This design comes from an exercise in tuning for small area, a short achievable clock period and few clock cycles per item on the open sky130 flow, not from production work. The RTL was checked by simulation tests, not by an equivalence proof against the original design. Power figures rest on the tool's default switching activity, not on a simulated workload.

## run 2
## RFILE
module RFILE(clk, rst, A_x, A_y, B_x, B_y, C_x, C_y, rssiA, rssiB, rssiC,
             valueA, valueB, valueC, expA, expB, expC, busy, out_valid, xt, yt);
input           clk;
input           rst;
input  [7:0]    A_x, A_y, B_x, B_y, C_x, C_y;
input  [19:0]   rssiA, rssiB, rssiC;
input  [15:0]   valueA, valueB, valueC;
output reg [11:0] expA, expB, expC;
output reg      busy;
output reg      out_valid;
output reg [7:0] xt, yt;
reg  [8:0] ph;            
reg  [2:0] k;             
reg        knz;           
reg  [2:0] cnt;           
wire       first = ph[7];
wire [2:0] cn = first ? ({1'b0, fs} + k) : cnt - 3'd1;
wire       fin = ph[8] && (cn == 3'd1);
reg  [1:0] fc;            
wire       fe = (fc != 2'd0);
always @(posedge clk or posedge rst) begin
    if (rst) begin
        ph <= 9'd1;
    end else begin
        ph <= fin ? 9'd1 : {ph[8] | ph[7], ph[6:0], 1'b0};
    end
end
always @(posedge clk) begin
    out_valid <= fin;
    busy <= ~fin;
end
always @(posedge clk) begin
    cnt <= cn;
    if (first) fc <= fs - 2'd1;
    else if (fc != 2'd0) fc <= fc - 2'd1;
end
function [13:0] f_exp(input [19:0] u);
  ...
Size: roughly 210 I/O pins, ~37000 sq um of cells after synthesis.
==> flow/config.mk <==
export PLATFORM = sky130hd
export DESIGN_NAME = RFILE
export DESIGN_NICKNAME = RFILE
export VERILOG_FILES = /design/flow/design.v
export SDC_FILE = /design/flow/constraint.sdc
export NUM_CORES = 8
export LEC_CHECK = 0
export ABC_AREA = 1
export CAP_MARGIN = 20
export CORE_MARGIN = 2
export CORE_UTILIZATION = 55
export SLEW_MARGIN = 20
==> flow/constraint.sdc <==
create_clock -name core_clock -period 115.0 [get_ports {clk}]
set_input_delay 23.0000 -clock core_clock [delete_from_list [all_inputs] [get_ports {clk}]]
set_output_delay 23.0000 -clock core_clock [all_outputs]
set_load 0.01 [all_outputs]
standard.sh (not shown) runs the stock make flow with config.mk's settings and CLKGATE_MAP_FILE= SYNTH_SCRIPT=/design/flow/synth_recipe.tcl, a recipe that flattens the netlist after the stock synthesis.
==> flow/flow/run.sh <==
#!/bin/bash
# Standard layout (the standard.sh) with two changes:
#  - synthesis script flow/syn.tcl (the standard flow's script with Yosys synth -noabc and
#    the final ABC mapping done by flow/abc_map.script),
#  - port buffers are sky130_fd_sc_hd__buf_1 (every port still gets one).
set -euo pipefail
HERE=$(pwd)
export FLOW_ABC_SCRIPT=$HERE/flow/abc_map.script
sed -e "s#SYNTH_SCRIPT=[^ ]*#SYNTH_SCRIPT=$HERE/flow/syn.tcl#" \
    -e "s#make -C #make BUFFER_PORTS_ARGS='-buffer_cell sky130_fd_sc_hd__buf_1' -C #" \
    standard.sh > flow_standard.sh
grep -q "flow/syn.tcl" flow_standard.sh
grep -q "BUFFER_PORTS_ARGS" flow_standard.sh
bash flow_standard.sh finish > make.log 2>&1
==> flow/flow/abc_map.script <==
strash
dch -f
map -D 18000
topo
stime -c
buffer -c
upsize -c
dnsize -c
==> flow/flow/syn.tcl <==
# The standard flow's synthesis script (synth_recipe.tcl) with two changes to the
# combinational mapping only; registers are unchanged:
#  - Yosys's generic synth runs without its early "abc -fast" pass (-noabc).
#    That pass rewrites XOR/majority logic so that extract_fa builds full
#    adders with inverted pins and leaves inverters between them.
#  - The final ABC mapping uses flow/abc_map.script (delay-targeted mapping
#    with area recovery, then the usual buffering and sizing) in place of the
#    ORFS script, whose delay target of 115 ps makes it map for speed only.
proc synth {args} { yosys synth -nofsm -noshare -noabc {*}$args }
proc abc {args} {
  set i [lsearch -exact $args -script]
  if {$i >= 0 && [info exists ::env(FLOW_ABC_SCRIPT)]} {
    lset args [expr {$i + 1}] $::env(FLOW_ABC_SCRIPT)
  }
  puts "abc mapping script: [lindex $args [expr {$i + 1}]]"
  yosys abc {*}$args
}
source $::env(SCRIPTS_DIR)/synth.tcl
# left out here: clear keep_hierarchy, flatten, clean up, hide names made inside functions, write 1_2_yosys.v
Both conditions hold for run 2: the flow ran to the end and the final layout passed the timing, design-rule and antenna checks.
Testbench counts of run 2, summed over its fixed seeds: cycles 4,835, items 512.
## Diff of input files: run 5 against run 2
Settings: swapping 55 for 40 in CORE_UTILIZATION.
--- outcome ---
For final number of max-transition violations, run 5 and run 2 come out practically identical.
From run 2 to run 5 the numbers moved as follows: multi-input logic portion of the cell area went down 0.97 points; post-CTS setup buffer count held; average wire per cell in the routed design went down 1.1 microns; cell depth of the worst flop-to-flop path went down 2; register share of the cell area went down 0.20 points.
Power dissipated by switching net loads in run 5 is 0.0000096 W below run 2.
Cmp run 5 and run 2 / first-pass GRT wire length / lower: run 2
Routed wire in run 5 totals more than in run 2.
STATUS peak supply drop: run 5 wins against run 2

Another version of the RTL of RFILE (not shown whole).
For scale: about 5,000 cells after synthesis, roughly 240 flip-flops, about 210 I/O pins.
// RFILE
module RFILE(clk, rst, A_x, A_y, B_x, B_y, C_x, C_y, rssiA, rssiB, rssiC,
             valueA, valueB, valueC, expA, expB, expC, busy, out_valid, xt, yt);
input           clk;
input           rst;
input  [7:0]    A_x, A_y, B_x, B_y, C_x, C_y;
input  [19:0]   rssiA, rssiB, rssiC;
input  [15:0]   valueA, valueB, valueC;
output reg [11:0] expA, expB, expC;
output reg      busy;
output reg      out_valid;
output reg [7:0] xt, yt;
reg  [8:0] ph;            
reg  [2:0] k;             
reg        knz;           
reg        k2;            
reg  [2:0] cnt;           
wire       first = ph[7];
reg        mq2, mq3, mq6, mq7, lfx, lfy;
always @(posedge clk) begin
    mq2 <= ph[1];
    mq3 <= ph[2];
    mq6 <= ph[5];
    mq7 <= ph[6];
    lfx <= ph[6];
    lfy <= ph[6];
end
wire [2:0] cn = first ? (s4 ? k : {1'b0, fs} + k) : cnt - 3'd1;
wire       fin = ph[8] && (cn == 3'd1);
reg  [1:0] fc;            
wire       fe = (fc != 2'd0);
always @(posedge clk or posedge rst) begin
  ...
clock: 115.0 ns
lec_check: 0
abc_area: 1
cap_margin: 20
core_margin: 2
core_utilization: 40
cts_buf_list: sky130_fd_sc_hd__clkbuf_16
slew_margin: 20
Scripts as last shown in full above: flow/flow/run.sh, flow/flow/abc_map.script, flow/flow/syn.tcl
The starting point passed the timing, design-rule and antenna checks.
Testbench counts at the start, summed over its fixed seeds: cycles 4,728, items 512.
Change:
==> flow/flow/abc_map.script (replaced) <==
strash
dc2
strash
dch -f
map -D 18000
topo
stime -c
buffer -c
upsize -c
dnsize -c
--- a/flow/flow/syn.tcl
+++ b/flow/flow/syn.tcl
@@ -5,4 +5,5 @@
 #    adders with inverted pins and leaves inverters between them.
-#  - The final ABC mapping uses flow/abc_map.script (delay-targeted mapping
-#    with area recovery, then the usual buffering and sizing) in place of the
+#  - The final ABC mapping uses flow/abc_map.script (a dc2 rewrite, then
+#    delay-targeted mapping with area recovery, then the usual buffering and
+#    sizing) in place of the
 #    ORFS script, whose delay target of 115 ps makes it map for speed only.
- CTS_BUF_LIST: sky130_fd_sc_hd__clkbuf_16 -> not set
Effect: Critical path depth increases by 129; global-route usage is lower by 0.27 points; hold slack gets better by 11 ps; non-clock buffer count climbs by 10.

RFILE again, from the RTL that the note above started with.
Settings: LEC_CHECK=0, ABC_AREA=1, CAP_MARGIN=20, CORE_MARGIN=2, CORE_UTILIZATION=40, CTS_CLUSTER_DIAMETER=50, CTS_CLUSTER_SIZE=20, SLEW_MARGIN=20; clock period 115.0 ns.
==> flow/flow/abc_map.script <==
strash
dch -f
map -D 18000
topo
stime -c
buffer -c
upsize -c
dnsize -c
==> flow/flow/syn.tcl <==
# The standard flow's synthesis script (synth_recipe.tcl) with two changes to the
# combinational mapping only; registers are unchanged:
#  - Yosys's generic synth runs without its early "abc -fast" pass (-noabc).
#    That pass rewrites XOR/majority logic so that extract_fa builds full
#    adders with inverted pins and leaves inverters between them.
#  - The final ABC mapping uses flow/abc_map.script (delay-targeted mapping
#    with area recovery, then the usual buffering and sizing) in place of the
#    ORFS script, whose delay target of 115 ps makes it map for speed only.
proc synth {args} { yosys synth -nofsm -noshare -noabc {*}$args }
proc abc {args} {
  set i [lsearch -exact $args -script]
  if {$i >= 0 && [info exists ::env(FLOW_ABC_SCRIPT)]} {
    lset args [expr {$i + 1}] $::env(FLOW_ABC_SCRIPT)
  }
  puts "abc mapping script: [lindex $args [expr {$i + 1}]]"
  yosys abc {*}$args
}
source $::env(SCRIPTS_DIR)/synth.tcl
# left out here: clear keep_hierarchy, flatten, clean up, hide names made inside functions, write 1_2_yosys.v
Scripts as last shown in full above: flow/flow/run.sh
Testbench counts at the start, summed over its fixed seeds: cycles 4,728, items 512.
==> next run, changes <==
Settings changed: CTS_CLUSTER_DIAMETER 50 to unset, CTS_CLUSTER_SIZE 20 to unset.
Wire length stays flat.
Worst setup slack is better by 8.5 ps.
Clock-buffer cell count is lower by 12.
First-iteration DRC count is lower by 3.3%.
Final cell count is lower by 0.33%.
Die area is unchanged.

[separate check: timing with driven ports]
The flow's constraints put no driver on any port. The routed layouts listed below were extracted and timed again, unchanged, in two steps.
Step 1 assumes that a clkbuf_16 drives the clock port and a buf_2 every other input.
Step 2 moves the port delays by t, midway between the first and last clock arrival at a register: inputs arrive t later, outputs are due t later. That takes back most of the time a late clock gives input paths.
Slacks: no drivers / after step 1 / after step 2; pairs: no drivers / after step 1.
run	shift t [ns]	slack for setup (ns)	hold slack, ns	worst register clock-pin slew, ns	worst data-port slew with drivers (ns)
run 2	0.679	90.800 / 90.731 / 90.777	0.492 / 0.492 / 0.492	0.07 / 0.07	0.10
run 5	0.673	90.838 / 90.772 / 90.627	0.481 / 0.481 / 0.481	0.07 / 0.07	0.08
the first run of note 2	0.667	90.820 / 90.755 / 90.870	0.486 / 0.486 / 0.486	0.08 / 0.08	0.05
the second run of note 2	0.633	89.536 / 89.536 / 89.536	0.497 / 0.497 / 0.497	0.06 / 0.06	0.06
the first run of note 3	0.673	90.809 / 90.734 / 90.866	0.488 / 0.488 / 0.488	0.07 / 0.07	0.06
the second run of note 3	0.669	90.817 / 90.752 / 90.868	0.486 / 0.486 / 0.486	0.08 / 0.08	0.05
After both steps every run listed still meets setup and hold. For run 5, which loses most, drivers alone change the setup slack by -0.066 ns; drivers and shift together by -0.211 ns.
